This is an optimization exercise on Yosys and OpenROAD, whose aim is small area and a short achievable clock period, not a production implementation.
In this exercise RTL edits were held to simulation tests only and were not proved equivalent to the original.
No driver is modelled on the clock port, so clocking that relies on it looks cheaper here than on a real chip.
Power is estimated from default activity; no workload was simulated.

===== flow/flow/run.sh =====
#!/bin/bash
set -euo pipefail
export BUFFER_PORTS_ARGS="-buffer_cell sky130_fd_sc_hd__buf_1"
bash standard.sh cts > flow_cts.log 2>&1
export RES=$PWD/orfs/results/sky130hd/Optimized_Wallace/base
export PLATFORM_DIR=$FLOW_HOME/platforms/sky130hd
export SKEW_PLAN=$PWD/flow/plan.tcl
openroad -no_splash -exit flow/skew.tcl > skew_eco.log 2>&1
bash standard.sh finish > flow_make.log 2>&1

===== flow/flow/plan.tcl =====
branch r1 {ra* rb15* one* two* neg*} {clkbuf_16} 2
tune r2 {r2*} 0.55 4
tune r3 {r3*} 0.695 3
tune prod {PRODUCT*} 0.875 2

===== flow/flow/skew.tcl =====
set res $::env(RES)
read_lef $::env(PLATFORM_DIR)/lef/sky130_fd_sc_hd.tlef
read_lef $::env(PLATFORM_DIR)/lef/sky130_fd_sc_hd_merged.lef
read_liberty $::env(PLATFORM_DIR)/lib/sky130_fd_sc_hd__tt_025C_1v80.lib
read_db $res/4_cts.odb
read_sdc $res/4_cts.sdc
source $::env(PLATFORM_DIR)/setRC.tcl
set db [ord::get_db]
set block [ord::get_db_block]
set root [$block findNet clknet_0_clk]

proc master {n} { return [[ord::get_db] findMaster sky130_fd_sc_hd__$n] }
set uid 0
proc newbuf {type innet x y} {
  global block uid
  incr uid
  set inst [odb::dbInst_create $block [master $type] "cksk_buf_$uid"]
  set net [odb::dbNet_create $block "cksk_net_$uid"]
  $net setSigType CLOCK
  [$inst findITerm A] connect $innet
  [$inst findITerm X] connect $net
  $inst setLocation [expr int($x)] [expr int($y)]
  $inst setPlacementStatus PLACED
  return $net
}
proc flops {pats} {
  global block
  set out {}
  foreach inst [$block getInsts] {
    set n [$inst getName]
    foreach p $pats { if {[string match $p $n]} { lappend out $inst; break } }
  }
  return $out
}
proc centroid {insts} {
  set sx 0; set sy 0
  foreach i $insts { set b [$i getBBox]; set sx [expr $sx + [$b xMin]]; set sy [expr $sy + [$b yMin]] }
  set n [llength $insts]
  return [list [expr $sx / $n] [expr $sy / $n]]
}
# chain: list of buffer types from the root; the last one is repeated per leaf cluster
proc branch {name pats chain nleaf} {
  global root
  set fl [flops $pats]
  set fl [lsort -command {apply {{a b} {expr {[[$a getBBox] xMin] - [[$b getBBox] xMin]}}}} $fl]
  set c [centroid $fl]
  set net $root
  if {![llength $chain]} {
    foreach f $fl { set it [$f findITerm CLK]; $it disconnect; $it connect $root }
    puts "branch $name: [llength $fl] flops on the root net"
    return
  }
  foreach t [lrange $chain 0 end-1] { set net [newbuf $t $net [lindex $c 0] [lindex $c 1]] }
  set per [expr {([llength $fl] + $nleaf - 1) / $nleaf}]
  for {set k 0} {$k < $nleaf} {incr k} {
    set grp [lrange $fl [expr $k*$per] [expr ($k+1)*$per - 1]]
    if {![llength $grp]} continue
    set cc [centroid $grp]
    set leaf [newbuf [lindex $chain end] $net [lindex $cc 0] [lindex $cc 1]]
    foreach f $grp {
      set it [$f findITerm CLK]
      $it disconnect
      $it connect $leaf
    }
  }
  puts "branch $name: [llength $fl] flops, chain $chain x $nleaf"
}

# Build a branch, measure the mean clock latency of its flops, and undo it.
set created {}
proc newbuf2 {type innet x y} {
  global created
  set net [newbuf $type $innet $x $y]
  lappend created $net
  return $net
}
proc build {fl chain nleaf} {
  global root created
  set created {}
  set c [centroid $fl]
  set net $root
  foreach t [lrange $chain 0 end-1] { set net [newbuf2 $t $net [lindex $c 0] [lindex $c 1]] }
  set per [expr {([llength $fl] + $nleaf - 1) / $nleaf}]
  for {set k 0} {$k < $nleaf} {incr k} {
    set grp [lrange $fl [expr $k*$per] [expr ($k+1)*$per - 1]]
    if {![llength $grp]} continue
    set cc [centroid $grp]
    set leaf [newbuf2 [lindex $chain end] $net [lindex $cc 0] [lindex $cc 1]]
    foreach f $grp { set it [$f findITerm CLK]; $it disconnect; $it connect $leaf }
  }
}
proc undo {fl orig} {
  global created
  foreach f $fl o $orig { set it [$f findITerm CLK]; $it disconnect; $it connect $o }
  foreach net [lreverse $created] {
    foreach it [$net getITerms] { if {[$it isOutputSignal]} { set inst [$it getInst] } }
    odb::dbInst_destroy $inst
    odb::dbNet_destroy $net
  }
  set created {}
}
proc meanlat {fl} {
  estimate_parasitics -placement
  set s 0.0
  foreach f $fl { set s [expr {$s + [get_property [get_pins "[$f getName]/CLK"] arrival_max_rise]}] }
  return [expr {$s / [llength $fl]}]
}
proc tune {name pats target nleaf} {
  set fl [flops $pats]
  set fl [lsort -command {apply {{a b} {expr {[[$a getBBox] xMin] - [[$b getBBox] xMin]}}}} $fl]
  set orig {}
  foreach f $fl { lappend orig [[$f findITerm CLK] getNet] }
  set best {}
  set besterr 1e9
  foreach first {{} clkbuf_1 clkbuf_2 clkbuf_8} {
    for {set n 0} {$n <= 6} {incr n} {
      set chain [concat $first [lrepeat $n clkbuf_4] clkbuf_16]
      build $fl $chain $nleaf
      set lat [meanlat $fl]
      undo $fl $orig
      set err [expr {abs($lat - $target)}]
      puts "tune $name: $chain x $nleaf -> [format %.3f $lat] (target $target)"
      if {$err < $besterr} { set besterr $err; set best $chain }
    }
  }
  build $fl $best $nleaf
  puts "tune $name: chose $best x $nleaf, latency [format %.3f [meanlat $fl]]"
}

source $::env(SKEW_PLAN)
# remove clock buffers left without sinks
set changed 1
while {$changed} {
  set changed 0
  foreach inst [$block getInsts] {
    set m [[$inst getMaster] getName]
    if {![string match "*clkbuf*" $m] && ![string match "*clkinv*" $m]} continue
    set x [$inst findITerm X]
    if {$x eq "NULL"} { set x [$inst findITerm Y] }
    if {$x eq "NULL"} continue
    set n [$x getNet]
    if {$n eq "NULL"} continue
    if {[llength [$n getITerms]] <= 1 && [llength [$n getBTerms]] == 0} {
      puts "removing [$inst getName]"
      odb::dbInst_destroy $inst
      odb::dbNet_destroy $n
      set changed 1
    }
  }
}
detailed_placement
check_placement
estimate_parasitics -placement
set_propagated_clock [all_clocks]
catch { report_checks -path_delay max -group_path_count 3 -format end }
catch { report_clock_skew }
foreach p {ra[0]* one0* r2[0]* r3[0]* PRODUCT[0]* v1*} {
  catch { foreach pin [get_pins -quiet $p/CLK] { puts "latency [get_full_name $pin] [get_property $pin arrival_max_rise]" } }
}
write_db $res/4_cts.odb

===== flow/standard.sh =====
#!/bin/bash
# synth_recipe.tcl (not shown) runs the flow's synth.tcl, then flattens the netlist and writes it again
# the make line also repeats each setting of config.mk as NAME=value (left out here)
make -C /OpenROAD-flow-scripts/flow DESIGN_CONFIG=/design/flow/config.mk WORK_HOME=/design/flow/orfs CLKGATE_MAP_FILE= SYNTH_SCRIPT=/design/flow/synth_recipe.tcl "${@:-finish}"

===== flow/config.mk =====
export PLATFORM = sky130hd
export DESIGN_NAME = Optimized_Wallace
export DESIGN_NICKNAME = Optimized_Wallace
export VERILOG_FILES = /design/flow/design.v
export SDC_FILE = /design/flow/constraint.sdc
export NUM_CORES = 4
export LEC_CHECK = 0
export CAP_MARGIN = 20
export CORE_MARGIN = 2
export CORE_UTILIZATION = 60
export CTS_BUF_LIST = sky130_fd_sc_hd__clkbuf_16
export CTS_CLUSTER_DIAMETER = 100
export CTS_CLUSTER_SIZE = 25
export SETUP_SLACK_MARGIN = 1.4
export SLEW_MARGIN = 20
export SYNTH_HIERARCHICAL = 1
export SYNTH_MINIMUM_KEEP_SIZE = 0
export TNS_END_PERCENT = 0

===== flow/constraint.sdc =====
create_clock -name core_clock -period 3.0 [get_ports {clk}]
set_input_delay 0.6000 -clock core_clock [delete_from_list [all_inputs] [get_ports {clk}]]
set_output_delay 0.6000 -clock core_clock [all_outputs]
set_load 0.01 [all_outputs]

===== flow/design.v =====
`timescale 1ns / 1ps
module fa(input a, b, c, output s, co);
    assign s = a ^ b ^ c;
    assign co = (a & b) | (a & c) | (b & c);
endmodule
module ha(input a, b, output s, co);
    assign s = a ^ b;
    assign co = a & b;
endmodule
module Optimized_Wallace(
    input clk, rst,
    input [15:0] A, B,
    output reg [31:0] PRODUCT
);
    reg [15:0] ra;
    reg rb15;
    reg one0;
    reg two0;
    reg neg0;
    reg one1;
    reg two1;
    reg neg1;
    reg one2;
    reg two2;
    reg neg2;
    reg one3;
    reg two3;
    reg neg3;
    reg one4;
    reg two4;
    reg neg4;
    reg one5;
    reg two5;
    reg neg5;
    reg one6;
    reg two6;
    reg neg6;
    reg one7;
    reg two7;
    reg neg7;
    reg [92:0] r2;
    reg [54:0] r3;
    reg v1, v2, v3;
    wire pp1 = ((one0 & ra[0])) ^ neg0;
    wire pp2 = ((one0 & ra[1]) | (two0 & ra[0])) ^ neg0;
    wire pp3 = ((one0 & ra[2]) | (two0 & ra[1])) ^ neg0;
    wire pp4 = ((one0 & ra[3]) | (two0 & ra[2])) ^ neg0;
    wire pp5 = ((one0 & ra[4]) | (two0 & ra[3])) ^ neg0;
    wire pp6 = ((one0 & ra[5]) | (two0 & ra[4])) ^ neg0;
    wire pp7 = ((one0 & ra[6]) | (two0 & ra[5])) ^ neg0;
    wire pp8 = ((one0 & ra[7]) | (two0 & ra[6])) ^ neg0;
    wire pp9 = ((one0 & ra[8]) | (two0 & ra[7])) ^ neg0;
    wire pp10 = ((one0 & ra[9]) | (two0 & ra[8])) ^ neg0;
    wire pp11 = ((one0 & ra[10]) | (two0 & ra[9])) ^ neg0;
    wire pp12 = ((one0 & ra[11]) | (two0 & ra[10])) ^ neg0;
    wire pp13 = ((one0 & ra[12]) | (two0 & ra[11])) ^ neg0;
    wire pp14 = ((one0 & ra[13]) | (two0 & ra[12])) ^ neg0;
    wire pp15 = ((one0 & ra[14]) | (two0 & ra[13])) ^ neg0;
    wire pp16 = ((one0 & ra[15]) | (two0 & ra[14])) ^ neg0;
    wire pp17 = ((two0 & ra[15])) ^ neg0;
    wire ns18 = ~neg0;
    wire pp19 = ((one1 & ra[0])) ^ neg1;
    wire pp20 = ((one1 & ra[1]) | (two1 & ra[0])) ^ neg1;
    wire pp21 = ((one1 & ra[2]) | (two1 & ra[1])) ^ neg1;
    wire pp22 = ((one1 & ra[3]) | (two1 & ra[2])) ^ neg1;
    wire pp23 = ((one1 & ra[4]) | (two1 & ra[3])) ^ neg1;
    wire pp24 = ((one1 & ra[5]) | (two1 & ra[4])) ^ neg1;
    wire pp25 = ((one1 & ra[6]) | (two1 & ra[5])) ^ neg1;
    wire pp26 = ((one1 & ra[7]) | (two1 & ra[6])) ^ neg1;
    wire pp27 = ((one1 & ra[8]) | (two1 & ra[7])) ^ neg1;
    wire pp28 = ((one1 & ra[9]) | (two1 & ra[8])) ^ neg1;
    wire pp29 = ((one1 & ra[10]) | (two1 & ra[9])) ^ neg1;
    wire pp30 = ((one1 & ra[11]) | (two1 & ra[10])) ^ neg1;
    wire pp31 = ((one1 & ra[12]) | (two1 & ra[11])) ^ neg1;
    wire pp32 = ((one1 & ra[13]) | (two1 & ra[12])) ^ neg1;
    wire pp33 = ((one1 & ra[14]) | (two1 & ra[13])) ^ neg1;
    wire pp34 = ((one1 & ra[15]) | (two1 & ra[14])) ^ neg1;
    wire pp35 = ((two1 & ra[15])) ^ neg1;
    wire ns36 = ~neg1;
    wire pp37 = ((one2 & ra[0])) ^ neg2;
    wire pp38 = ((one2 & ra[1]) | (two2 & ra[0])) ^ neg2;
    wire pp39 = ((one2 & ra[2]) | (two2 & ra[1])) ^ neg2;
    wire pp40 = ((one2 & ra[3]) | (two2 & ra[2])) ^ neg2;
    wire pp41 = ((one2 & ra[4]) | (two2 & ra[3])) ^ neg2;
    wire pp42 = ((one2 & ra[5]) | (two2 & ra[4])) ^ neg2;
    wire pp43 = ((one2 & ra[6]) | (two2 & ra[5])) ^ neg2;
    wire pp44 = ((one2 & ra[7]) | (two2 & ra[6])) ^ neg2;
    wire pp45 = ((one2 & ra[8]) | (two2 & ra[7])) ^ neg2;
    wire pp46 = ((one2 & ra[9]) | (two2 & ra[8])) ^ neg2;
    wire pp47 = ((one2 & ra[10]) | (two2 & ra[9])) ^ neg2;
    wire pp48 = ((one2 & ra[11]) | (two2 & ra[10])) ^ neg2;
    wire pp49 = ((one2 & ra[12]) | (two2 & ra[11])) ^ neg2;
    wire pp50 = ((one2 & ra[13]) | (two2 & ra[12])) ^ neg2;
    wire pp51 = ((one2 & ra[14]) | (two2 & ra[13])) ^ neg2;
    wire pp52 = ((one2 & ra[15]) | (two2 & ra[14])) ^ neg2;
    wire pp53 = ((two2 & ra[15])) ^ neg2;
    wire ns54 = ~neg2;
    wire pp55 = ((one3 & ra[0])) ^ neg3;
    wire pp56 = ((one3 & ra[1]) | (two3 & ra[0])) ^ neg3;
    wire pp57 = ((one3 & ra[2]) | (two3 & ra[1])) ^ neg3;
    wire pp58 = ((one3 & ra[3]) | (two3 & ra[2])) ^ neg3;
    wire pp59 = ((one3 & ra[4]) | (two3 & ra[3])) ^ neg3;
    wire pp60 = ((one3 & ra[5]) | (two3 & ra[4])) ^ neg3;
    wire pp61 = ((one3 & ra[6]) | (two3 & ra[5])) ^ neg3;
    wire pp62 = ((one3 & ra[7]) | (two3 & ra[6])) ^ neg3;
    wire pp63 = ((one3 & ra[8]) | (two3 & ra[7])) ^ neg3;
    wire pp64 = ((one3 & ra[9]) | (two3 & ra[8])) ^ neg3;
    wire pp65 = ((one3 & ra[10]) | (two3 & ra[9])) ^ neg3;
    wire pp66 = ((one3 & ra[11]) | (two3 & ra[10])) ^ neg3;
    wire pp67 = ((one3 & ra[12]) | (two3 & ra[11])) ^ neg3;
    wire pp68 = ((one3 & ra[13]) | (two3 & ra[12])) ^ neg3;
    wire pp69 = ((one3 & ra[14]) | (two3 & ra[13])) ^ neg3;
    wire pp70 = ((one3 & ra[15]) | (two3 & ra[14])) ^ neg3;
    wire pp71 = ((two3 & ra[15])) ^ neg3;
    wire ns72 = ~neg3;
    wire pp73 = ((one4 & ra[0])) ^ neg4;
    wire pp74 = ((one4 & ra[1]) | (two4 & ra[0])) ^ neg4;
    wire pp75 = ((one4 & ra[2]) | (two4 & ra[1])) ^ neg4;
    wire pp76 = ((one4 & ra[3]) | (two4 & ra[2])) ^ neg4;
    wire pp77 = ((one4 & ra[4]) | (two4 & ra[3])) ^ neg4;
    wire pp78 = ((one4 & ra[5]) | (two4 & ra[4])) ^ neg4;
    wire pp79 = ((one4 & ra[6]) | (two4 & ra[5])) ^ neg4;
    wire pp80 = ((one4 & ra[7]) | (two4 & ra[6])) ^ neg4;
    wire pp81 = ((one4 & ra[8]) | (two4 & ra[7])) ^ neg4;
    wire pp82 = ((one4 & ra[9]) | (two4 & ra[8])) ^ neg4;
    wire pp83 = ((one4 & ra[10]) | (two4 & ra[9])) ^ neg4;
    wire pp84 = ((one4 & ra[11]) | (two4 & ra[10])) ^ neg4;
    wire pp85 = ((one4 & ra[12]) | (two4 & ra[11])) ^ neg4;
    wire pp86 = ((one4 & ra[13]) | (two4 & ra[12])) ^ neg4;
    wire pp87 = ((one4 & ra[14]) | (two4 & ra[13])) ^ neg4;
    wire pp88 = ((one4 & ra[15]) | (two4 & ra[14])) ^ neg4;
    wire pp89 = ((two4 & ra[15])) ^ neg4;
    wire ns90 = ~neg4;
    wire pp91 = ((one5 & ra[0])) ^ neg5;
    wire pp92 = ((one5 & ra[1]) | (two5 & ra[0])) ^ neg5;
    wire pp93 = ((one5 & ra[2]) | (two5 & ra[1])) ^ neg5;
    wire pp94 = ((one5 & ra[3]) | (two5 & ra[2])) ^ neg5;
    wire pp95 = ((one5 & ra[4]) | (two5 & ra[3])) ^ neg5;
    wire pp96 = ((one5 & ra[5]) | (two5 & ra[4])) ^ neg5;
    wire pp97 = ((one5 & ra[6]) | (two5 & ra[5])) ^ neg5;
    wire pp98 = ((one5 & ra[7]) | (two5 & ra[6])) ^ neg5;
    wire pp99 = ((one5 & ra[8]) | (two5 & ra[7])) ^ neg5;
    wire pp100 = ((one5 & ra[9]) | (two5 & ra[8])) ^ neg5;
    wire pp101 = ((one5 & ra[10]) | (two5 & ra[9])) ^ neg5;
    wire pp102 = ((one5 & ra[11]) | (two5 & ra[10])) ^ neg5;
    wire pp103 = ((one5 & ra[12]) | (two5 & ra[11])) ^ neg5;
    wire pp104 = ((one5 & ra[13]) | (two5 & ra[12])) ^ neg5;
    wire pp105 = ((one5 & ra[14]) | (two5 & ra[13])) ^ neg5;
    wire pp106 = ((one5 & ra[15]) | (two5 & ra[14])) ^ neg5;
    wire pp107 = ((two5 & ra[15])) ^ neg5;
    wire ns108 = ~neg5;
    wire pp109 = ((one6 & ra[0])) ^ neg6;
    wire pp110 = ((one6 & ra[1]) | (two6 & ra[0])) ^ neg6;
    wire pp111 = ((one6 & ra[2]) | (two6 & ra[1])) ^ neg6;
    wire pp112 = ((one6 & ra[3]) | (two6 & ra[2])) ^ neg6;
    wire pp113 = ((one6 & ra[4]) | (two6 & ra[3])) ^ neg6;
    wire pp114 = ((one6 & ra[5]) | (two6 & ra[4])) ^ neg6;
    wire pp115 = ((one6 & ra[6]) | (two6 & ra[5])) ^ neg6;
    wire pp116 = ((one6 & ra[7]) | (two6 & ra[6])) ^ neg6;
    wire pp117 = ((one6 & ra[8]) | (two6 & ra[7])) ^ neg6;
    wire pp118 = ((one6 & ra[9]) | (two6 & ra[8])) ^ neg6;
    wire pp119 = ((one6 & ra[10]) | (two6 & ra[9])) ^ neg6;
    wire pp120 = ((one6 & ra[11]) | (two6 & ra[10])) ^ neg6;
    wire pp121 = ((one6 & ra[12]) | (two6 & ra[11])) ^ neg6;
    wire pp122 = ((one6 & ra[13]) | (two6 & ra[12])) ^ neg6;
    wire pp123 = ((one6 & ra[14]) | (two6 & ra[13])) ^ neg6;
    wire pp124 = ((one6 & ra[15]) | (two6 & ra[14])) ^ neg6;
    wire pp125 = ((two6 & ra[15])) ^ neg6;
    wire ns126 = ~neg6;
    wire pp127 = ((one7 & ra[0])) ^ neg7;
    wire pp128 = ((one7 & ra[1]) | (two7 & ra[0])) ^ neg7;
    wire pp129 = ((one7 & ra[2]) | (two7 & ra[1])) ^ neg7;
    wire pp130 = ((one7 & ra[3]) | (two7 & ra[2])) ^ neg7;
    wire pp131 = ((one7 & ra[4]) | (two7 & ra[3])) ^ neg7;
    wire pp132 = ((one7 & ra[5]) | (two7 & ra[4])) ^ neg7;
    wire pp133 = ((one7 & ra[6]) | (two7 & ra[5])) ^ neg7;
    wire pp134 = ((one7 & ra[7]) | (two7 & ra[6])) ^ neg7;
    wire pp135 = ((one7 & ra[8]) | (two7 & ra[7])) ^ neg7;
    wire pp136 = ((one7 & ra[9]) | (two7 & ra[8])) ^ neg7;
    wire pp137 = ((one7 & ra[10]) | (two7 & ra[9])) ^ neg7;
    wire pp138 = ((one7 & ra[11]) | (two7 & ra[10])) ^ neg7;
    wire pp139 = ((one7 & ra[12]) | (two7 & ra[11])) ^ neg7;
    wire pp140 = ((one7 & ra[13]) | (two7 & ra[12])) ^ neg7;
    wire pp141 = ((one7 & ra[14]) | (two7 & ra[13])) ^ neg7;
    wire pp142 = ((one7 & ra[15]) | (two7 & ra[14])) ^ neg7;
    wire pp143 = ((two7 & ra[15])) ^ neg7;
    wire ns144 = ~neg7;
    wire pp145 = rb15 & ra[0];
    wire pp146 = rb15 & ra[1];
    wire pp147 = rb15 & ra[2];
    wire pp148 = rb15 & ra[3];
    wire pp149 = rb15 & ra[4];
    wire pp150 = rb15 & ra[5];
    wire pp151 = rb15 & ra[6];
    wire pp152 = rb15 & ra[7];
    wire pp153 = rb15 & ra[8];
    wire pp154 = rb15 & ra[9];
    wire pp155 = rb15 & ra[10];
    wire pp156 = rb15 & ra[11];
    wire pp157 = rb15 & ra[12];
    wire pp158 = rb15 & ra[13];
    wire pp159 = rb15 & ra[14];
    wire pp160 = rb15 & ra[15];
    wire s161, c162;
    fa u_s161 (.a(pp3), .b(pp19), .c(neg1), .s(s161), .co(c162));
    wire s163, c164;
    fa u_s163 (.a(pp5), .b(pp21), .c(pp37), .s(s163), .co(c164));
    wire s165, c166;
    fa u_s165 (.a(pp6), .b(pp22), .c(pp38), .s(s165), .co(c166));
    wire s167, c168;
    fa u_s167 (.a(pp7), .b(pp23), .c(pp39), .s(s167), .co(c168));
    wire s169, c170;
    fa u_s169 (.a(pp8), .b(pp24), .c(pp40), .s(s169), .co(c170));
    wire s171, c172;
    fa u_s171 (.a(pp9), .b(pp25), .c(pp41), .s(s171), .co(c172));
    wire s173, c174;
    fa u_s173 (.a(pp57), .b(pp73), .c(neg4), .s(s173), .co(c174));
    wire s175, c176;
    fa u_s175 (.a(pp10), .b(pp26), .c(pp42), .s(s175), .co(c176));
    wire s177, c178;
    fa u_s177 (.a(pp11), .b(pp27), .c(pp43), .s(s177), .co(c178));
    wire s179, c180;
    fa u_s179 (.a(pp59), .b(pp75), .c(pp91), .s(s179), .co(c180));
    wire s181, c182;
    fa u_s181 (.a(pp12), .b(pp28), .c(pp44), .s(s181), .co(c182));
    wire s183, c184;
    fa u_s183 (.a(pp60), .b(pp76), .c(pp92), .s(s183), .co(c184));
    wire s185, c186;
    fa u_s185 (.a(pp13), .b(pp29), .c(pp45), .s(s185), .co(c186));
    wire s187, c188;
    fa u_s187 (.a(pp61), .b(pp77), .c(pp93), .s(s187), .co(c188));
    wire s189, c190;
    fa u_s189 (.a(pp14), .b(pp30), .c(pp46), .s(s189), .co(c190));
    wire s191, c192;
    fa u_s191 (.a(pp62), .b(pp78), .c(pp94), .s(s191), .co(c192));
    wire s193, c194;
    fa u_s193 (.a(pp15), .b(pp31), .c(pp47), .s(s193), .co(c194));
    wire s195, c196;
    fa u_s195 (.a(pp63), .b(pp79), .c(pp95), .s(s195), .co(c196));
    wire s197, c198;
    fa u_s197 (.a(pp111), .b(pp127), .c(neg7), .s(s197), .co(c198));
    wire s199, c200;
    fa u_s199 (.a(pp16), .b(pp32), .c(pp48), .s(s199), .co(c200));
    wire s201, c202;
    fa u_s201 (.a(pp64), .b(pp80), .c(pp96), .s(s201), .co(c202));
    wire s203, c204;
    ha u_s203 (.a(pp112), .b(pp128), .s(s203), .co(c204));
    wire s205, c206;
    fa u_s205 (.a(pp17), .b(pp33), .c(pp49), .s(s205), .co(c206));
    wire s207, c208;
    fa u_s207 (.a(pp65), .b(pp81), .c(pp97), .s(s207), .co(c208));
    wire s209, c210;
    fa u_s209 (.a(pp113), .b(pp129), .c(pp145), .s(s209), .co(c210));
    wire s211, c212;
    fa u_s211 (.a(neg0), .b(pp34), .c(pp50), .s(s211), .co(c212));
    wire s213, c214;
    fa u_s213 (.a(pp66), .b(pp82), .c(pp98), .s(s213), .co(c214));
    wire s215, c216;
    fa u_s215 (.a(pp114), .b(pp130), .c(pp146), .s(s215), .co(c216));
    wire s217, c218;
    fa u_s217 (.a(neg0), .b(pp35), .c(pp51), .s(s217), .co(c218));
    wire s219, c220;
    fa u_s219 (.a(pp67), .b(pp83), .c(pp99), .s(s219), .co(c220));
    wire s221, c222;
    fa u_s221 (.a(pp115), .b(pp131), .c(pp147), .s(s221), .co(c222));
    wire s223, c224;
    fa u_s223 (.a(ns18), .b(ns36), .c(pp52), .s(s223), .co(c224));
    wire s225, c226;
    fa u_s225 (.a(pp68), .b(pp84), .c(pp100), .s(s225), .co(c226));
    wire s227, c228;
    fa u_s227 (.a(pp116), .b(pp132), .c(pp148), .s(s227), .co(c228));
    wire s229 = ~(pp53 ^ pp69);
    wire c230 = pp53 | pp69;
    wire s231, c232;
    fa u_s231 (.a(pp85), .b(pp101), .c(pp117), .s(s231), .co(c232));
    wire s233, c234;
    ha u_s233 (.a(pp133), .b(pp149), .s(s233), .co(c234));
    wire s235, c236;
    fa u_s235 (.a(ns54), .b(pp70), .c(pp86), .s(s235), .co(c236));
    wire s237, c238;
    fa u_s237 (.a(pp102), .b(pp118), .c(pp134), .s(s237), .co(c238));
    wire s239 = ~(pp71 ^ pp87);
    wire c240 = pp71 | pp87;
    wire s241, c242;
    fa u_s241 (.a(pp103), .b(pp119), .c(pp135), .s(s241), .co(c242));
    wire s243, c244;
    fa u_s243 (.a(ns72), .b(pp88), .c(pp104), .s(s243), .co(c244));
    wire s245, c246;
    fa u_s245 (.a(pp120), .b(pp136), .c(pp152), .s(s245), .co(c246));
    wire s247 = ~(pp89 ^ pp105);
    wire c248 = pp89 | pp105;
    wire s249, c250;
    fa u_s249 (.a(pp121), .b(pp137), .c(pp153), .s(s249), .co(c250));
    wire s251, c252;
    fa u_s251 (.a(ns90), .b(pp106), .c(pp122), .s(s251), .co(c252));
    wire s253 = ~(pp107 ^ pp123);
    wire c254 = pp107 | pp123;
    wire s255, c256;
    fa u_s255 (.a(ns108), .b(pp124), .c(pp140), .s(s255), .co(c256));
    wire s257 = ~(pp125 ^ pp141);
    wire c258 = pp125 | pp141;
    wire s259, c260;
    fa u_s259 (.a(ns126), .b(pp142), .c(pp158), .s(s259), .co(c260));
    wire s261 = ~(pp143 ^ pp159);
    wire c262 = pp143 | pp159;
    wire s263, c264;
    fa u_s263 (.a(c162), .b(pp4), .c(pp20), .s(s263), .co(c264));
    wire s265, c266;
    fa u_s265 (.a(c166), .b(s167), .c(pp55), .s(s265), .co(c266));
    wire s267, c268;
    fa u_s267 (.a(c168), .b(s169), .c(pp56), .s(s267), .co(c268));
    wire s269, c270;
    fa u_s269 (.a(c170), .b(s171), .c(s173), .s(s269), .co(c270));
    wire s271, c272;
    fa u_s271 (.a(c172), .b(c174), .c(s175), .s(s271), .co(c272));
    wire s273, c274;
    fa u_s273 (.a(c176), .b(s177), .c(s179), .s(s273), .co(c274));
    wire s275, c276;
    fa u_s275 (.a(c178), .b(c180), .c(s181), .s(s275), .co(c276));
    wire s277, c278;
    fa u_s277 (.a(c182), .b(c184), .c(s185), .s(s277), .co(c278));
    wire s279, c280;
    fa u_s279 (.a(s187), .b(pp109), .c(neg6), .s(s279), .co(c280));
    wire s281, c282;
    fa u_s281 (.a(c186), .b(c188), .c(s189), .s(s281), .co(c282));
    wire s283, c284;
    ha u_s283 (.a(s191), .b(pp110), .s(s283), .co(c284));
    wire s285, c286;
    fa u_s285 (.a(c190), .b(c192), .c(s193), .s(s285), .co(c286));
    wire s287, c288;
    ha u_s287 (.a(s195), .b(s197), .s(s287), .co(c288));
    wire s289, c290;
    fa u_s289 (.a(c194), .b(c196), .c(c198), .s(s289), .co(c290));
    wire s291, c292;
    fa u_s291 (.a(s199), .b(s201), .c(s203), .s(s291), .co(c292));
    wire s293, c294;
    fa u_s293 (.a(c200), .b(c202), .c(c204), .s(s293), .co(c294));
    wire s295, c296;
    fa u_s295 (.a(s205), .b(s207), .c(s209), .s(s295), .co(c296));
    wire s297, c298;
    fa u_s297 (.a(c206), .b(c208), .c(c210), .s(s297), .co(c298));
    wire s299, c300;
    fa u_s299 (.a(s211), .b(s213), .c(s215), .s(s299), .co(c300));
    wire s301, c302;
    fa u_s301 (.a(c212), .b(c214), .c(c216), .s(s301), .co(c302));
    wire s303, c304;
    fa u_s303 (.a(s217), .b(s219), .c(s221), .s(s303), .co(c304));
    wire s305, c306;
    fa u_s305 (.a(c218), .b(c220), .c(c222), .s(s305), .co(c306));
    wire s307, c308;
    fa u_s307 (.a(s223), .b(s225), .c(s227), .s(s307), .co(c308));
    wire s309, c310;
    fa u_s309 (.a(c224), .b(c226), .c(c228), .s(s309), .co(c310));
    wire s311, c312;
    fa u_s311 (.a(s229), .b(s231), .c(s233), .s(s311), .co(c312));
    wire s313, c314;
    fa u_s313 (.a(c230), .b(c232), .c(c234), .s(s313), .co(c314));
    wire s315, c316;
    fa u_s315 (.a(s235), .b(s237), .c(pp150), .s(s315), .co(c316));
    wire s317, c318;
    fa u_s317 (.a(c236), .b(c238), .c(s239), .s(s317), .co(c318));
    wire s319, c320;
    ha u_s319 (.a(s241), .b(pp151), .s(s319), .co(c320));
    wire s321, c322;
    fa u_s321 (.a(c240), .b(c242), .c(s243), .s(s321), .co(c322));
    wire s323, c324;
    fa u_s323 (.a(c244), .b(c246), .c(s247), .s(s323), .co(c324));
    wire s325, c326;
    fa u_s325 (.a(c248), .b(c250), .c(s251), .s(s325), .co(c326));
    wire s327, c328;
    fa u_s327 (.a(c252), .b(s253), .c(pp139), .s(s327), .co(c328));
    wire s329, c330;
    fa u_s329 (.a(c254), .b(s255), .c(pp156), .s(s329), .co(c330));
    wire s331, c332;
    fa u_s331 (.a(c256), .b(s257), .c(pp157), .s(s331), .co(c332));
    wire s333, c334;
    fa u_s333 (.a(c262), .b(ns144), .c(pp160), .s(s333), .co(c334));
    wire s335, c336;
    fa u_s335 (.a(r2[5]), .b(r2[6]), .c(r2[7]), .s(s335), .co(c336));
    wire s337, c338;
    fa u_s337 (.a(r2[16]), .b(r2[17]), .c(r2[18]), .s(s337), .co(c338));
    wire s339, c340;
    fa u_s339 (.a(r2[20]), .b(r2[21]), .c(r2[22]), .s(s339), .co(c340));
    wire s341, c342;
    fa u_s341 (.a(r2[23]), .b(r2[24]), .c(r2[25]), .s(s341), .co(c342));
    wire s343, c344;
    fa u_s343 (.a(r2[26]), .b(r2[27]), .c(r2[28]), .s(s343), .co(c344));
    wire s345, c346;
    fa u_s345 (.a(r2[29]), .b(r2[30]), .c(r2[31]), .s(s345), .co(c346));
    wire s347, c348;
    fa u_s347 (.a(r2[33]), .b(r2[34]), .c(r2[35]), .s(s347), .co(c348));
    wire s349, c350;
    fa u_s349 (.a(r2[37]), .b(r2[38]), .c(r2[39]), .s(s349), .co(c350));
    wire s351, c352;
    fa u_s351 (.a(r2[41]), .b(r2[42]), .c(r2[43]), .s(s351), .co(c352));
    wire s353, c354;
    fa u_s353 (.a(r2[45]), .b(r2[46]), .c(r2[47]), .s(s353), .co(c354));
    wire s355, c356;
    fa u_s355 (.a(r2[49]), .b(r2[50]), .c(r2[51]), .s(s355), .co(c356));
    wire s357, c358;
    fa u_s357 (.a(r2[53]), .b(r2[54]), .c(r2[55]), .s(s357), .co(c358));
    wire s359, c360;
    fa u_s359 (.a(r2[57]), .b(r2[58]), .c(r2[59]), .s(s359), .co(c360));
    wire s361, c362;
    fa u_s361 (.a(r2[61]), .b(r2[62]), .c(r2[63]), .s(s361), .co(c362));
    wire s363, c364;
    fa u_s363 (.a(r2[65]), .b(r2[66]), .c(r2[67]), .s(s363), .co(c364));
    wire s365, c366;
    fa u_s365 (.a(r2[69]), .b(r2[70]), .c(r2[71]), .s(s365), .co(c366));
    wire s367, c368;
    fa u_s367 (.a(r2[73]), .b(r2[74]), .c(r2[75]), .s(s367), .co(c368));
    wire s369, c370;
    fa u_s369 (.a(r2[76]), .b(r2[77]), .c(r2[78]), .s(s369), .co(c370));
    wire s371, c372;
    fa u_s371 (.a(r2[80]), .b(r2[81]), .c(r2[82]), .s(s371), .co(c372));
    wire s373, c374;
    fa u_s373 (.a(r2[87]), .b(r2[88]), .c(r2[89]), .s(s373), .co(c374));
    wire s375, c376;
    fa u_s375 (.a(c336), .b(r2[8]), .c(r2[9]), .s(s375), .co(c376));
    wire s377, c378;
    ha u_s377 (.a(r2[10]), .b(r2[11]), .s(s377), .co(c378));
    wire s379, c380;
    ha u_s379 (.a(r2[12]), .b(r2[13]), .s(s379), .co(c380));
    wire s381, c382;
    ha u_s381 (.a(r2[14]), .b(r2[15]), .s(s381), .co(c382));
    wire s383, c384;
    ha u_s383 (.a(s337), .b(r2[19]), .s(s383), .co(c384));
    wire s385, c386;
    ha u_s385 (.a(c338), .b(s339), .s(s385), .co(c386));
    wire s387, c388;
    ha u_s387 (.a(c340), .b(s341), .s(s387), .co(c388));
    wire s389, c390;
    ha u_s389 (.a(c342), .b(s343), .s(s389), .co(c390));
    wire s391, c392;
    fa u_s391 (.a(c344), .b(s345), .c(r2[32]), .s(s391), .co(c392));
    wire s393, c394;
    fa u_s393 (.a(c346), .b(s347), .c(r2[36]), .s(s393), .co(c394));
    wire s395, c396;
    fa u_s395 (.a(c348), .b(s349), .c(r2[40]), .s(s395), .co(c396));
    wire s397, c398;
    fa u_s397 (.a(c350), .b(s351), .c(r2[44]), .s(s397), .co(c398));
    wire s399, c400;
    fa u_s399 (.a(c352), .b(s353), .c(r2[48]), .s(s399), .co(c400));
    wire s401, c402;
    fa u_s401 (.a(c354), .b(s355), .c(r2[52]), .s(s401), .co(c402));
    wire s403, c404;
    fa u_s403 (.a(c356), .b(s357), .c(r2[56]), .s(s403), .co(c404));
    wire s405, c406;
    fa u_s405 (.a(c358), .b(s359), .c(r2[60]), .s(s405), .co(c406));
    wire s407, c408;
    fa u_s407 (.a(c360), .b(s361), .c(r2[64]), .s(s407), .co(c408));
    wire s409, c410;
    fa u_s409 (.a(c362), .b(s363), .c(r2[68]), .s(s409), .co(c410));
    wire s411, c412;
    fa u_s411 (.a(c364), .b(s365), .c(r2[72]), .s(s411), .co(c412));
    wire s413, c414;
    ha u_s413 (.a(c366), .b(s367), .s(s413), .co(c414));
    wire s415, c416;
    fa u_s415 (.a(c368), .b(s369), .c(r2[79]), .s(s415), .co(c416));
    wire s417, c418;
    ha u_s417 (.a(c370), .b(s371), .s(s417), .co(c418));
    wire s419, c420;
    fa u_s419 (.a(c372), .b(r2[83]), .c(r2[84]), .s(s419), .co(c420));
    wire s421, c422;
    ha u_s421 (.a(r2[85]), .b(r2[86]), .s(s421), .co(c422));
    wire s423, c424;
    fa u_s423 (.a(c374), .b(r2[90]), .c(r2[91]), .s(s423), .co(c424));
    wire g425, p426;
    ha u_p426 (.a(r2[0]), .b(r2[1]), .s(p426), .co(g425));
    wire g427, p428;
    ha u_p428 (.a(c376), .b(s377), .s(p428), .co(g427));
    wire g429, p430;
    ha u_p430 (.a(c378), .b(s379), .s(p430), .co(g429));
    wire g431, p432;
    ha u_p432 (.a(c380), .b(s381), .s(p432), .co(g431));
    wire g433, p434;
    ha u_p434 (.a(c382), .b(s383), .s(p434), .co(g433));
    wire g435, p436;
    ha u_p436 (.a(c384), .b(s385), .s(p436), .co(g435));
    wire g437, p438;
    ha u_p438 (.a(c386), .b(s387), .s(p438), .co(g437));
    wire g439, p440;
    ha u_p440 (.a(c388), .b(s389), .s(p440), .co(g439));
    wire g441, p442;
    ha u_p442 (.a(c390), .b(s391), .s(p442), .co(g441));
    wire g443, p444;
    ha u_p444 (.a(c392), .b(s393), .s(p444), .co(g443));
    wire g445, p446;
    ha u_p446 (.a(c394), .b(s395), .s(p446), .co(g445));
    wire g447, p448;
    ha u_p448 (.a(c396), .b(s397), .s(p448), .co(g447));
    wire g449, p450;
    ha u_p450 (.a(c398), .b(s399), .s(p450), .co(g449));
    wire g451, p452;
    ha u_p452 (.a(c400), .b(s401), .s(p452), .co(g451));
    wire g453, p454;
    ha u_p454 (.a(c402), .b(s403), .s(p454), .co(g453));
    wire g455, p456;
    ha u_p456 (.a(c404), .b(s405), .s(p456), .co(g455));
    wire g457, p458;
    ha u_p458 (.a(c406), .b(s407), .s(p458), .co(g457));
    wire g459, p460;
    ha u_p460 (.a(c408), .b(s409), .s(p460), .co(g459));
    wire g461, p462;
    ha u_p462 (.a(c410), .b(s411), .s(p462), .co(g461));
    wire g463, p464;
    ha u_p464 (.a(c412), .b(s413), .s(p464), .co(g463));
    wire g465, p466;
    ha u_p466 (.a(c414), .b(s415), .s(p466), .co(g465));
    wire g467, p468;
    ha u_p468 (.a(c416), .b(s417), .s(p468), .co(g467));
    wire g469, p470;
    ha u_p470 (.a(c418), .b(s419), .s(p470), .co(g469));
    wire g471, p472;
    ha u_p472 (.a(c420), .b(s421), .s(p472), .co(g471));
    wire g473, p474;
    ha u_p474 (.a(c422), .b(s373), .s(p474), .co(g473));
    wire g475, p476;
    ha u_p476 (.a(c424), .b(r2[92]), .s(p476), .co(g475));
    wire t477 = p426 | g425;
    wire t478 = p428 | g427;
    wire t479 = p430 | g429;
    wire t480 = p432 | g431;
    wire t481 = p434 | g433;
    wire G482 = 1'b0 | (r2[2] & g425);
    wire P483 = r2[2] & t477;
    wire G484 = 1'b0 | (r2[4] & 1'b0);
    wire P485 = r2[4] & r2[3];
    wire G486 = 1'b0 | (s375 & 1'b0);
    wire P487 = s375 & s335;
    wire G488 = g429 | (t479 & g427);
    wire P489 = t479 & t478;
    wire G490 = g433 | (t481 & g431);
    wire P491 = t481 & t480;
    wire G492 = 1'b0 | (r2[3] & G482);
    wire P493 = r2[3] & P483;
    wire G494 = G484 | (P485 & G482);
    wire P495 = P485 & P483;
    wire G496 = g427 | (t478 & G486);
    wire P497 = t478 & P487;
    wire G498 = G488 | (P489 & G486);
    wire P499 = P489 & P487;
    wire G500 = 1'b0 | (s335 & G494);
    wire P501 = s335 & P495;
    wire G502 = G486 | (P487 & G494);
    wire P503 = P487 & P495;
    wire G504 = G496 | (P497 & G494);
    wire P505 = P497 & P495;
    wire G506 = G498 | (P499 & G494);
    wire P507 = P499 & P495;
    wire G508 = g431 | (t480 & G506);
    wire P509 = t480 & P507;
    wire G510 = G490 | (P491 & G506);
    wire P511 = P491 & P507;
    wire sum512 = p426;
    wire sum513 = r2[2] ^ g425;
    wire sum514 = r2[3] ^ G482;
    wire sum515 = r2[4] ^ G492;
    wire sum516 = s335 ^ G494;
    wire sum517 = s375 ^ G500;
    wire sum518 = p428 ^ G502;
    wire sum519 = p430 ^ G504;
    wire sum520 = p432 ^ G506;
    wire sum521 = p434 ^ G508;
    wire t522 = r3[11] | r3[12];
    wire t523 = r3[13] | r3[14];
    wire t524 = r3[15] | r3[16];
    wire t525 = r3[17] | r3[18];
    wire t526 = r3[19] | r3[20];
    wire t527 = r3[21] | r3[22];
    wire t528 = r3[23] | r3[24];
    wire t529 = r3[25] | r3[26];
    wire t530 = r3[27] | r3[28];
    wire t531 = r3[29] | r3[30];
    wire t532 = r3[31] | r3[32];
    wire t533 = r3[33] | r3[34];
    wire t534 = r3[35] | r3[36];
    wire t535 = r3[37] | r3[38];
    wire t536 = r3[39] | r3[40];
    wire t537 = r3[41] | r3[42];
    wire t538 = r3[43] | r3[44];
    wire t539 = r3[45] | r3[46];
    wire t540 = r3[47] | r3[48];
    wire t541 = r3[49] | r3[50];
    wire t542 = r3[51] | r3[52];
    wire t543 = r3[53] | r3[54];
    wire g544 = r3[12] | (r3[11] & r3[10]);
    wire G545 = r3[14] | (t523 & g544);
    wire P546 = t523 & t522;
    wire G547 = r3[18] | (t525 & r3[16]);
    wire P548 = t525 & t524;
    wire G549 = r3[22] | (t527 & r3[20]);
    wire P550 = t527 & t526;
    wire G551 = r3[26] | (t529 & r3[24]);
    wire P552 = t529 & t528;
    wire G553 = r3[30] | (t531 & r3[28]);
    wire P554 = t531 & t530;
    wire G555 = r3[34] | (t533 & r3[32]);
    wire P556 = t533 & t532;
    wire G557 = r3[38] | (t535 & r3[36]);
    wire P558 = t535 & t534;
    wire G559 = r3[42] | (t537 & r3[40]);
    wire P560 = t537 & t536;
    wire G561 = r3[46] | (t539 & r3[44]);
    wire P562 = t539 & t538;
    wire G563 = r3[50] | (t541 & r3[48]);
    wire P564 = t541 & t540;
    wire G565 = r3[54] | (t543 & r3[52]);
    wire P566 = t543 & t542;
    wire G567 = G547 | (P548 & G545);
    wire P568 = P548 & P546;
    wire G569 = G551 | (P552 & G549);
    wire P570 = P552 & P550;
    wire G571 = G555 | (P556 & G553);
    wire P572 = P556 & P554;
    wire G573 = G559 | (P560 & G557);
    wire P574 = P560 & P558;
    wire G575 = G563 | (P564 & G561);
    wire P576 = P564 & P562;
    wire G577 = G569 | (P570 & G567);
    wire P578 = P570 & P568;
    wire G579 = G573 | (P574 & G571);
    wire P580 = P574 & P572;
    wire G581 = G579 | (P580 & G577);
    wire P582 = P580 & P578;
    wire G583 = G571 | (P572 & G577);
    wire P584 = P572 & P578;
    wire G585 = G575 | (P576 & G581);
    wire P586 = P576 & P582;
    wire G587 = G549 | (P550 & G567);
    wire P588 = P550 & P568;
    wire G589 = G553 | (P554 & G577);
    wire P590 = P554 & P578;
    wire G591 = G557 | (P558 & G583);
    wire P592 = P558 & P584;
    wire G593 = G561 | (P562 & G581);
    wire P594 = P562 & P582;
    wire G595 = G565 | (P566 & G585);
    wire P596 = P566 & P586;
    wire G597 = r3[16] | (t524 & G545);
    wire P598 = t524 & P546;
    wire G599 = r3[20] | (t526 & G567);
    wire P600 = t526 & P568;
    wire G601 = r3[24] | (t528 & G587);
    wire P602 = t528 & P588;
    wire G603 = r3[28] | (t530 & G577);
    wire P604 = t530 & P578;
    wire G605 = r3[32] | (t532 & G589);
    wire P606 = t532 & P590;
    wire G607 = r3[36] | (t534 & G583);
    wire P608 = t534 & P584;
    wire G609 = r3[40] | (t536 & G591);
    wire P610 = t536 & P592;
    wire G611 = r3[44] | (t538 & G581);
    wire P612 = t538 & P582;
    wire G613 = r3[48] | (t540 & G593);
    wire P614 = t540 & P594;
    wire G615 = r3[52] | (t542 & G585);
    wire P616 = t542 & P586;
    wire sum617 = r3[11] ^ r3[10];
    wire sum618 = r3[13] ^ g544;
    wire sum619 = r3[15] ^ G545;
    wire sum620 = r3[17] ^ G597;
    wire sum621 = r3[19] ^ G567;
    wire sum622 = r3[21] ^ G599;
    wire sum623 = r3[23] ^ G587;
    wire sum624 = r3[25] ^ G601;
    wire sum625 = r3[27] ^ G577;
    wire sum626 = r3[29] ^ G603;
    wire sum627 = r3[31] ^ G589;
    wire sum628 = r3[33] ^ G605;
    wire sum629 = r3[35] ^ G583;
    wire sum630 = r3[37] ^ G607;
    wire sum631 = r3[39] ^ G591;
    wire sum632 = r3[41] ^ G609;
    wire sum633 = r3[43] ^ G581;
    wire sum634 = r3[45] ^ G611;
    wire sum635 = r3[47] ^ G593;
    wire sum636 = r3[49] ^ G613;
    wire sum637 = r3[51] ^ G585;
    wire sum638 = r3[53] ^ G615;
    wire [31:0] sum = {sum638, sum637, sum636, sum635, sum634, sum633, sum632, sum631, sum630, sum629, sum628, sum627, sum626, sum625, sum624, sum623, sum622, sum621, sum620, sum619, sum618, sum617, r3[9], r3[8], r3[7], r3[6], r3[5], r3[4], r3[3], r3[2], r3[1], r3[0]};
    always @(posedge clk or posedge rst) begin
        if (rst) begin
            v1 <= 1'b0; v2 <= 1'b0; v3 <= 1'b0;
            PRODUCT <= 32'd0;
        end else begin
            v1 <= 1'b1; v2 <= v1; v3 <= v2;
            PRODUCT <= sum & {32{v3}};
        end
    end
    always @(posedge clk) begin
        ra <= A;
        rb15 <= B[15];
        one0 <= B[0] ^ 1'b0;
        two0 <= (B[1] & ~B[0] & ~1'b0) | (~B[1] & B[0] & 1'b0);
        neg0 <= B[1] & ~(B[0] & 1'b0);
        one1 <= B[2] ^ B[1];
        two1 <= (B[3] & ~B[2] & ~B[1]) | (~B[3] & B[2] & B[1]);
        neg1 <= B[3] & ~(B[2] & B[1]);
        one2 <= B[4] ^ B[3];
        two2 <= (B[5] & ~B[4] & ~B[3]) | (~B[5] & B[4] & B[3]);
        neg2 <= B[5] & ~(B[4] & B[3]);
        one3 <= B[6] ^ B[5];
        two3 <= (B[7] & ~B[6] & ~B[5]) | (~B[7] & B[6] & B[5]);
        neg3 <= B[7] & ~(B[6] & B[5]);
        one4 <= B[8] ^ B[7];
        two4 <= (B[9] & ~B[8] & ~B[7]) | (~B[9] & B[8] & B[7]);
        neg4 <= B[9] & ~(B[8] & B[7]);
        one5 <= B[10] ^ B[9];
        two5 <= (B[11] & ~B[10] & ~B[9]) | (~B[11] & B[10] & B[9]);
        neg5 <= B[11] & ~(B[10] & B[9]);
        one6 <= B[12] ^ B[11];
        two6 <= (B[13] & ~B[12] & ~B[11]) | (~B[13] & B[12] & B[11]);
        neg6 <= B[13] & ~(B[12] & B[11]);
        one7 <= B[14] ^ B[13];
        two7 <= (B[15] & ~B[14] & ~B[13]) | (~B[15] & B[14] & B[13]);
        neg7 <= B[15] & ~(B[14] & B[13]);
        r2 <= {s333, s261, c260, s259, c258, c332, s331, c330, s329, c328, pp155, s327, c326, pp154, pp138, s325, c324, s249, s323, c322, s245, s321, c320, c318, s319, s317, c316, c314, s315, s313, c312, c310, s311, s309, c308, c306, s307, s305, c304, c302, s303, s301, c300, c298, s299, s297, c296, c294, s295, s293, c292, c290, s291, s289, c288, c286, s287, s285, c284, c282, s283, s281, c280, c278, s279, s277, c276, s183, s275, c274, neg5, s273, c272, pp74, pp58, s271, c270, s269, c268, s267, c266, neg3, s265, s165, c164, neg2, s163, c264, s263, s161, pp2, neg0, pp1};
        r3 <= {g475, p476, 1'b0, s423, g473, p474, g471, p472, g469, p470, g467, p468, g465, p466, g463, p464, g461, p462, g459, p460, g457, p458, g455, p456, g453, p454, g451, p452, g449, p450, g447, p448, g445, p446, g443, p444, g441, p442, g439, p440, g437, p438, g435, p436, G510, sum521, sum520, sum519, sum518, sum517, sum516, sum515, sum514, sum513, sum512};
    end
endmodule

==> results of run 1 <==
path summary, 6_finish.rpt:
path,from,endpoint,cells after the start
worst max register to register,ra[12],r2[40],4
worst max-delay path,PRODUCT[29],PRODUCT[29],1
worst min-delay path,r3[1],PRODUCT[1],1
max in group asynchronous,rst,v2,4
worst min register to register,r3[1],PRODUCT[1],1
min in group asynchronous,rst,PRODUCT[24],4
registers in the layout, indices dropped and copies added (netlist names), 16 cells and up:
register and cells:
PRODUCT 32, ra 16, r3 53, r2 93
power by group through the flow:
stage / logic, mW / clock network, mW / registers (mW)
2_1_floorplan: 3.42 / 0 / 4.68
3_3_place_gp: 4.53 / 0 / 4.86
3_5_place_dp: 4.72 / 0 / 4.91
4_1_cts: 4.86 / 1.75 / 4.85
5_1_grt: 5.62 / 2.59 / 4.98
6_report: 4.81 / 2.41 / 4.86
synthesized netlist by cell type, types with 12 or more instances:
master | number | share of area (%)
a22oi_1 | 120 | 8.0
and2_1 | 28 | 1.6
clkbuf_1 | 81 | 2.7
dfrtp_1 | 35 | 7.8
dfxtp_1 | 187 | 33
fa_1 | 111 | 20
ha_1 | 59 | 6.6
inv_1 | 28 | 0.93
nand2_1 | 26 | 0.87
nand2b_1 | 12 | 0.67
nor2_1 | 13 | 0.43
o21ai_0 | 20 | 0.89
xnor2_1 | 148 | 12
cells by family (layout without fill, tap and decap cells):
group	Yosys count	count (layout)
other	1	1
buffers and inverters	112	144
XOR/XNOR	152	152
flip-flops	222	222
AO/OA/AOI/OAI	177	177
multiplexers	4	4
adder cells (fa/ha/maj)	170	170
AND/OR/NAND/NOR	110	110
Yosys stat by module (local to each module, per instance):
module	times used	cells inside	area, µm²	flip-flops and latches
Optimized_Wallace	1	796	8520	222
fa	111	1	20.0	0
ha	41	1	12.5	0
routing by layer:
| metal | global-route usage [%] | vias to the layer above | part of all wire, % |
|---|---|---|---|
| met2 | 40.7 | 338 | 46 |
| met3 | 6.52 | 58 | 8.6 |
| met4 | 9.53 | 0 | 2.4 |
| li1 | - | 3207 | - |
| met1 | 35.3 | 3476 | 43 |
| met5 | 0 | - | 0 |
repair_timing:
| action | in CTS | in global routing |
|---|---|---|
| hold buffers | 0 | 1 |
| endpoints found under the hold margin | 0 | 32 |
| pin swaps | 5 | 0 |
| endpoints found under the setup margin | 124 | 121 |
| resized for setup | 53 | 1 |
| buffers inserted | 3 | 0 |
layout make-up:
class                           instances  area (µm²)  share of cell area [%]
Clock buffer                            9         225                    1.82
Buffer                                 20         342                    2.77
Clock inverter                          5        20.0                   0.162
Sequential cell                       222        4700                    38.1
Multi-Input combinational cell        614        6280                    50.9
Inverter                               28         105                   0.851
Timing Repair Buffer                   82         375                    3.04
Tap cell                              234         293                    2.37
==> run summary, run 1 <==
pwr dens=979 nW/µm²; RSZ-0062 raised after global routing=true; Final Net Count=1180; Net Count, Synth=1152; Seq pwr share=40.2%; TritonCTS clock tree=done; die area=19900 µm²; total power draw=12.1 mW; Buf+Inv Stages, Crit Path=1; CP Capture Type=primary output; Setup WS pre-CTS=0.511 ns; first-pass GRT wire length=39800 µm; worst vdd ir=0.549 mV; family with the most delay on the worst path=flip-flops; count of cell types in the netlist=46; Setup TNS=0 ns; Cells after Synth=948; Lkg Pwr=4.93 nW; mux share of post-synthesis cell area=0.356%; WHS=0.240 ns; setup violators final=0; TritonCTS Buffers=12; crit share post-route=67.2%; pins over their slew limit=0; most frequent cells in the layout=dfxtp_1, xnor2_1, a22oi_1; floorplan row count=50; clock sinks=222; Core ar.=18600 µm²; critical path's slowest cell=dfrtp_1; antenna violations before repair=0; vias in the first global route=7477; CP arrival=1.42 ns; Worst Hold Class=reg2reg; ys async rst share=15.8%; clk buf depth=3; Initial Util=60.6%; clock skew=0.462 ns; R2R Setup Slk=1.06 ns; Synth Area in XOR/XNOR=11.8%; measured slew at the worst slew-check pin=0.689 ns; Avg WL per Cell=20.3 µm; proportion of power drawn by combinational gates=39.8%; H-Tree Depth=1; synthesized flop and latch total=222; combinational family with the most area after synthesis=adder cells; layout cell share with drive strength beyond 1=9.69%; Inserted Diodes=0; Fillers=1432; Die H=141 µm; Seq/Total Area, Yosys=41.0%; status=complete, no violations; Layout area overhead=9.68%; WL final=24700 µm; Util after Layout=66.4%; vias=7079; YS warnings=7; placed cell areas=11600 µm²; Clock Latency Late Sink=0.92 ns; CP max FO=1; EDFF count, synth=0; Port Buffer Count=65; final hold vios=0; Psw=4.31 mW; DRC viols=0; FMAX=0.496 GHz; Cells after DPL=1176; Clk pwr share=19.9%; area share of fa/ha/maj cells after synthesis=26.3%; synthesized-area fraction occupied by and/or/nand/nor cells=5.34%; Clk pin slew, worst setup/hold paths=0.08 ns; largest net degree at the start of global routing=36; Tmin final=2.02 ns; Cell Chain, Critical Path=clkbuf_2; MaxCap Viol Count=0; Internal=7.77 mW; Crit Path Category=reg2out; drt first-iter violations=661; I/O pin total=66; most common cell after layout, fill and taps aside=dfxtp_1; root buf cell=clkbuf_16; Critical Path Max Stage Delay=0.37 ns; Synth Area per Inst=11.9 µm²; all-layer global routing usage=26.0%; gpl congestion=0.927; nature of the critical path startpoint=flop; Critical Path RT=2.40 ns; Via density=5.83; sw frac=35.7%; fin area=12300 µm²; final antenna-violating net count=0; Slew HR=54.1%; width of the chip=141 µm; fin worst setup slack=0.983 ns; post-DP HPWL=16700 µm; Mapped Area=11300 µm²; Congestion Overflow GR=0; Finished Layout Cells=1214; compound-gate portion of the synthesized area=11.4%; top_reg_cell synth=dfxtp_1; Pre-antenna DRT Iters=6
==> run 2, diff against run 1 <==
==> flow/flow/plan.tcl (replaced) <==
branch r1 {ra* rb15* one* two* neg*} {clkbuf_16} 4
tune r2 {r2*} 0.545 4
tune r3 {r3*} 0.686 3
tune prod {PRODUCT*} 0.83 2
==> run 2 against run 1 <==
Against the previous run: final cell count did not move; global-route usage is 0.15 points higher; core utilization is 0.24 points higher; combinational power hardly changed; count of clock-buffer cells in the layout did not move; non-clock buffer count did not move; clock skew down 0.13 ns; critical endpoint is now PRODUCT[31].
==> run summary, run 2 <==
floorplan row count=50 (unchanged); Critical Path RT=3.69 ns (+1.29 ns); final hold vios=0 (unchanged); crit share post-route=65.6% (-1.6 points); fin area=12400 µm² (+0.35%); Synth Area per Inst=11.9 µm² (unchanged); Synth top area share=33.3% (unchanged); status=complete, no violations; Largest Register=r2; EDFF count, synth=0 (unchanged); I/O pin total=66 (unchanged); Avg WL per Cell=20.4 µm (+0.20%); top_reg_cell synth=dfxtp_1; Crit Path Category=reg2reg; gpl congestion=0.927 (unchanged); most common cell after layout, fill and taps aside=dfxtp_1; Worst Hold Launch=r3[1]; Via density=5.76 (-1.2%); post-DP HPWL=16700 µm (unchanged); RSZ-0062 raised after global routing=true; antenna violations before repair=0 (unchanged); Cells after DPL=1176 (unchanged); worst setup path start=r3[41]; Congestion Overflow GR=0 (unchanged); Net Count, Synth=1152 (unchanged); fin worst setup slack=1.03 ns (+0.0487 ns); Finished Layout Cells=1214 (unchanged); die area=19900 µm² (unchanged); top flop regs=r2 x93, r3 x53, PRODUCT x32; all-layer global routing usage=26.1% (+0.15 points); Clock Latency Late Sink=0.82 ns (-0.10 ns); Final Net Count=1180 (unchanged); Synth top cells by count=dfxtp_1, xnor2_1, a22oi_1, fa_1, clkbuf_1; Worst Hold Class=reg2reg; Util after Layout=66.7% (+0.24 points); synthesized flop and latch total=222 (unchanged); Pre-antenna DRT Iters=8 (+2); final antenna-violating net count=0 (unchanged); Setup WS pre-CTS=0.511 ns (unchanged); TritonCTS clock tree=done; TritonCTS Buffers=12 (unchanged); Clk pin slew, worst setup/hold paths=0.08 ns (about the same); width of the chip=141 µm (unchanged); ys async rst share=15.8% (unchanged); Cells after Synth=948 (unchanged); Fillers=1431 (-0.070%); Core ar.=18600 µm² (unchanged); MaxCap Viol Count=0 (unchanged); placed cell areas=11600 µm² (unchanged); CP arrival=2.66 ns (+1.24 ns); Layout area overhead=10.1%; Synth area leader=dfxtp_1; YS warnings=7 (unchanged); root buf cell=clkbuf_16; most frequent cells in the layout=dfxtp_1, xnor2_1, a22oi_1; total power draw=12.2 mW (+1.1%); Mapped Area=11300 µm² (unchanged); Slew HR=55.8% (+1.7 points); WL final=24700 µm (+0.20%); CP max FO=5 (+4); drt first-iter violations=698 (+5.6%); largest net degree at the start of global routing=36 (unchanged); DRC viols=0 (unchanged); Area contributors post-synth=dfxtp_1, fa_1, xnor2_1; clock sinks=222 (unchanged); Port Buffer Count=65 (unchanged); count of cell types in the netlist=46 (unchanged); measured slew at the worst slew-check pin=0.663 ns (-0.0252 ns); Die H=141 µm (unchanged); WHS=0.289 ns (+0.0488 ns); Setup TNS=0 ns (unchanged); H-Tree Depth=1 (unchanged); worst vdd ir=0.537 mV (-2.2%); Lkg Pwr=4.95 nW (+0.41%); Initial Util=60.6% (unchanged); Seq/Total Area, Yosys=41.0% (unchanged); most instantiated library cell after synthesis=dfxtp_1; clock skew=0.333 ns (-0.128 ns); FMAX=0.508 GHz (+2.5%); clk buf depth=3 (unchanged); pwr dens=987 nW/µm² (+0.78%); Tmin final=1.97 ns (-0.0487 ns); vias in the first global route=7478 (+0.013%); pins over their slew limit=0 (unchanged); CP Capture Type=flop; layout cell share with drive strength beyond 1=9.90% (+0.20 points); Inserted Diodes=0 (unchanged); reg-to-reg critical path startpoint=r3[41]; max reg flops=93 (unchanged); vias=6997 (-1.2%); nature of the critical path startpoint=flop; first-pass GRT wire length=39800 µm (+0.11%); setup violators final=0 (unchanged)
run 2: cell families after synthesis:
family / after synthesis / synth area share [%]
compound gates: 177 / 11.4
other cells: 1 / 0.0333
simple gates: 110 / 5.34
mux: 4 / 0.356
fa+ha+maj: 170 / 26.3
xor+xnor: 152 / 11.8
buf+inv: 112 / 3.74
flops: 222 / 41.0
run 2: final cells by class:
class / count / area (µm²) / share of cell area, %
Clock buffer: 9 / 225 / 1.82
Inverter: 28 / 105 / 0.848
Buffer: 20 / 382 / 3.08
Sequential cell: 222 / 4700 / 38.0
Tap cell: 234 / 293 / 2.36
Multi-Input combinational cell: 614 / 6280 / 50.7
Timing Repair Buffer: 82 / 374 / 3.02
Clock inverter: 5 / 20.0 / 0.162
run 2: repair_timing:
action	CTS	global route
hold buffers	0	1
pin swaps	5	0
hold endpoints to repair	0	32
setup buffers	3	0
resized for setup	53	1
setup endpoints to repair	124	137
run 2: per-module statistics from Yosys, one instance, submodules excluded:
module | times used | cells inside | flip-flops and latches
fa | 111 | 1 | 0
Optimized_Wallace | 1 | 796 | 222
ha | 41 | 1 | 0
run 2: critical path, cell delays in order (launching register included):
cell and delay [ns]:
dfxtp_2 0.35, a21o_1 0.18, a31o_1 0.21, o31a_1 0.31, and3_4 0.18, a221oi_4 0.25, o21bai_1 0.10, ha_2 0.19
xnor2_2 0.14, nor2_1 0.06
run 2: per-layer routing:
layer  track usage (%)  part of all wire (%)
met5                 0                     0
met4              9.84                   2.1
met3              5.91                   7.8
met2              41.3                    47
met1              35.5                    44
run 2: path summary, 6_finish.rpt:
kind / slack [ns] / endpoint / cells past startpoint
setup / recovery: 1.03 / PRODUCT[31] / 9
max in group asynchronous: 2.00 / v2 / 4
setup reg to reg: 1.03 / PRODUCT[31] / 9
min in group asynchronous: 0.38 / PRODUCT[24] / 4
hold / removal: 0.29 / PRODUCT[1] / 1
hold reg to reg: 0.29 / PRODUCT[1] / 1
run 2: where the power goes:
part / total [mW] / internal [mW] / switching, mW
clock network: 2.54 / 1.41 / 1.13
logic: 4.82 / 2.35 / 2.47
registers: 4.86 / 4.12 / 0.746
==> run 3, diff against run 2 <==
==> flow/flow/plan.tcl (replaced) <==
branch r1 {ra* rb15* one* two* neg*} {clkbuf_16} 3
tune r2 {r2*} 0.545 4
tune r3 {r3*} 0.686 3
tune prod {PRODUCT*} 0.83 2
==> run 3 against run 2 <==
Against the previous run: die area stayed put; sequential share of layout area up 0.075 points; core utilization decreased by 0.061 points; fmax grew 1.4%; routed wire length is 0.13% higher; register-to-register slack gained 0.03 ns; clock power fell by 2%; global-route usage hardly changed; non-clock buffer count down 1; combinational power about the same; final cell count about the same; critical path type unchanged; critical endpoint unchanged; highest routed layer unchanged.
==> run summary, run 3 <==
layout cell share with drive strength beyond 1=9.81% (-0.092 points); drt first-iter violations=706 (+1.1%); Tmin final=1.94 ns (-0.0278 ns); Util after Layout=66.6% (about the same); die area=19900 µm² (unchanged); Port Buffer Count=65 (unchanged); Final Net Count=1179 (-0.085%); most frequent cells in the layout=dfxtp_1, xnor2_1, a22oi_1; floorplan row count=50 (unchanged); worst vdd ir=0.523 mV (-2.7%); total power draw=12.2 mW (-0.42%); WL final=24800 µm (+0.13%); first-pass GRT wire length=39900 µm (+0.24%); Congestion Overflow GR=0 (unchanged); Area contributors post-synth=dfxtp_1, fa_1, xnor2_1; mux share of post-synthesis cell area=0.356% (unchanged); top_reg_cell synth=dfxtp_1; measured slew at the worst slew-check pin=0.676 ns (+0.0121 ns); EDFF count, synth=0 (unchanged); CP arrival=2.64 ns (-0.02 ns); most common cell after layout, fill and taps aside=dfxtp_1; Net Count, Synth=1152 (unchanged); Initial Util=60.6% (unchanged); H-Tree Depth=1 (unchanged); CP max FO=5 (unchanged); synthesized flop and latch total=222 (unchanged); max reg flops=93 (unchanged); Setup TNS=0 ns (unchanged); Largest Register=r2; Critical Path RT=3.70 ns (about the same); all-layer global routing usage=26.1% (-0.035 points); Clk pin slew, worst setup/hold paths=0.08 ns (about the same); CP Capture Type=flop; Synth top area share=33.3% (unchanged); vias in the first global route=7464 (-0.19%); clk buf depth=3 (unchanged); combinational family with the most area after synthesis=adder cells; Sequential Area=4710 µm² (+0.11%); Cells after Synth=948 (unchanged); gpl congestion=0.927 (unchanged); Crit Path Category=reg2reg; MaxCap Viol Count=0 (unchanged); Seq/Total Area, Yosys=41.0% (unchanged); width of the chip=141 µm (unchanged); I/O pin total=66 (unchanged); clock skew=0.358 ns (+0.0251 ns); multi-input logic area=6280 µm² (unchanged); crit share post-route=64.7% (-0.93 points); pwr dens=983 nW/µm² (-0.33%); setup violators final=0 (unchanged); top flop regs=r2 x93, r3 x53, PRODUCT x32; Worst Hold Class=reg2reg; YS warnings=7 (unchanged); Mapped Area=11300 µm² (unchanged); antenna violations before repair=0 (unchanged); pins over their slew limit=0 (unchanged); Synth Area in XOR/XNOR=11.8% (unchanged); root buf cell=clkbuf_16; Clock Latency Late Sink=0.83 ns (about the same); clock sinks=222 (unchanged); most instantiated library cell after synthesis=dfxtp_1; Slew HR=55.0% (-0.81 points); post-DP HPWL=16700 µm (unchanged); TritonCTS clock tree=done; Synth Area per Inst=11.9 µm² (unchanged); FMAX=0.515 GHz (+1.4%); Synth top cells by count=dfxtp_1, xnor2_1, a22oi_1, fa_1, clkbuf_1; final hold vios=0 (unchanged); ys async rst share=15.8% (unchanged); final antenna-violating net count=0 (unchanged); placed cell areas=11600 µm² (unchanged); Die H=141 µm (unchanged); RSZ-0062 raised after global routing=true; DRC viols=0 (unchanged); Pre-antenna DRT Iters=6 (-2); Fillers=1430 (-0.070%); compound-gate portion of the synthesized area=11.4% (unchanged); area share of fa/ha/maj cells after synthesis=26.3% (unchanged); vias=7060 (+0.90%); Setup WS pre-CTS=0.511 ns (unchanged); Layout area overhead=9.97% (about the same); fin worst setup slack=1.06 ns (+0.0278 ns); TritonCTS Buffers=12 (unchanged); largest net degree at the start of global routing=36 (unchanged); nature of the critical path startpoint=flop; Via density=5.82 (+0.98%); count of cell types in the netlist=46 (unchanged); Synth area leader=dfxtp_1; Avg WL per Cell=20.4 µm (+0.21%); Lkg Pwr=4.94 nW (-0.17%); Inserted Diodes=0 (unchanged); Core ar.=18600 µm² (unchanged); status=complete, no violations; fin area=12400 µm² (about the same); synthesized-area fraction occupied by and/or/nand/nor cells=5.34% (unchanged)
run 3: cell counts after synthesis:
No cell type changed its count.
run 3: worst max-delay path: stages (launching register included):
cell and delay [ns]:
dfxtp_2 0.35, a21o_1 0.18, a31o_1 0.21, o31a_1 0.31, and3_4 0.18, a221oi_4 0.25, o21bai_1 0.10, ha_2 0.19
xnor2_2 0.14, nor2_1 0.06
run 3: path summary, 6_finish.rpt:
check	from	to	slack, ns	cells after the start
max in group asynchronous	rst	v2	1.98	4
worst max register to register	r3[41]	PRODUCT[31]	1.06	9
worst max-delay path	r3[41]	PRODUCT[31]	1.06	9
worst min-delay path	r3[1]	PRODUCT[1]	0.26	1
min in group asynchronous	rst	PRODUCT[24]	0.37	4
worst min register to register	r3[1]	PRODUCT[1]	0.26	1
run 3: area by class of cell:
cell class | count | share of cell area, %
Sequential cell | 222 | 38.0
Timing Repair Buffer | 82 | 3.02
Clock inverter | 5 | 0.162
Buffer | 19 | 2.95
Clock buffer | 9 | 1.82
Inverter | 28 | 0.849
Multi-Input combinational cell | 614 | 50.8
Tap cell | 234 | 2.37
run 3: what timing repair did:
item	CTS	global route
resized for setup	53	3
pin swaps	5	1
gates cloned	0	0
setup buffers	3	0
hold buffers	0	1
setup endpoints to repair	124	137
endpoints found under the hold margin	0	32
run 3: metal layers:
layer  up-vias  wire length (µm)  track usage [%]
met2       338             11300             40.9
met4         0               728             9.37
li1       3200                 -                -
met5         -                 0                0
met3        76              2010             6.11
met1      3446             10700             35.8
run 3: per-module statistics from Yosys (local to each module, per instance):
| module | cells inside | times used |
|---|---|---|
| Optimized_Wallace | 796 | 1 |
| fa | 1 | 111 |
| ha | 1 | 41 |
run 3: stage by stage:
stage | cells | hold slack (ns)
detailed placement | 1176 | 0.346
finish | 1213 | 0.264
global placement | 1176 | 0.339
CTS | 1197 | 0.175
global route | 1213 | 0.277
floorplan | 948 | 0.330
run 3: cells by family after synthesis:
kind of cell,after synthesis
xor+xnor,152
mux,4
compound gates,177
fa+ha+maj,170
other cells,1
simple gates,110
buf+inv,112
flops,222
run 3: report_power, final:
part           total [mW]  switching [mW]  internal [mW]
sequential           4.86           0.749           4.11
clock                2.49            1.12           1.37
combinational        4.81            2.46           2.35
total                12.2            4.34           7.83

Setup slack of run 3, layout unchanged: 1.059 ns with ideal ports, 1.027 ns with driving cells assumed (clock clkbuf_16, inputs buf_2), 1.059 ns with port delays also shifted by the 0.628 ns mid clock arrival. Its clock arrivals span 0.377 to 0.879 ns, so the last figure is rough.
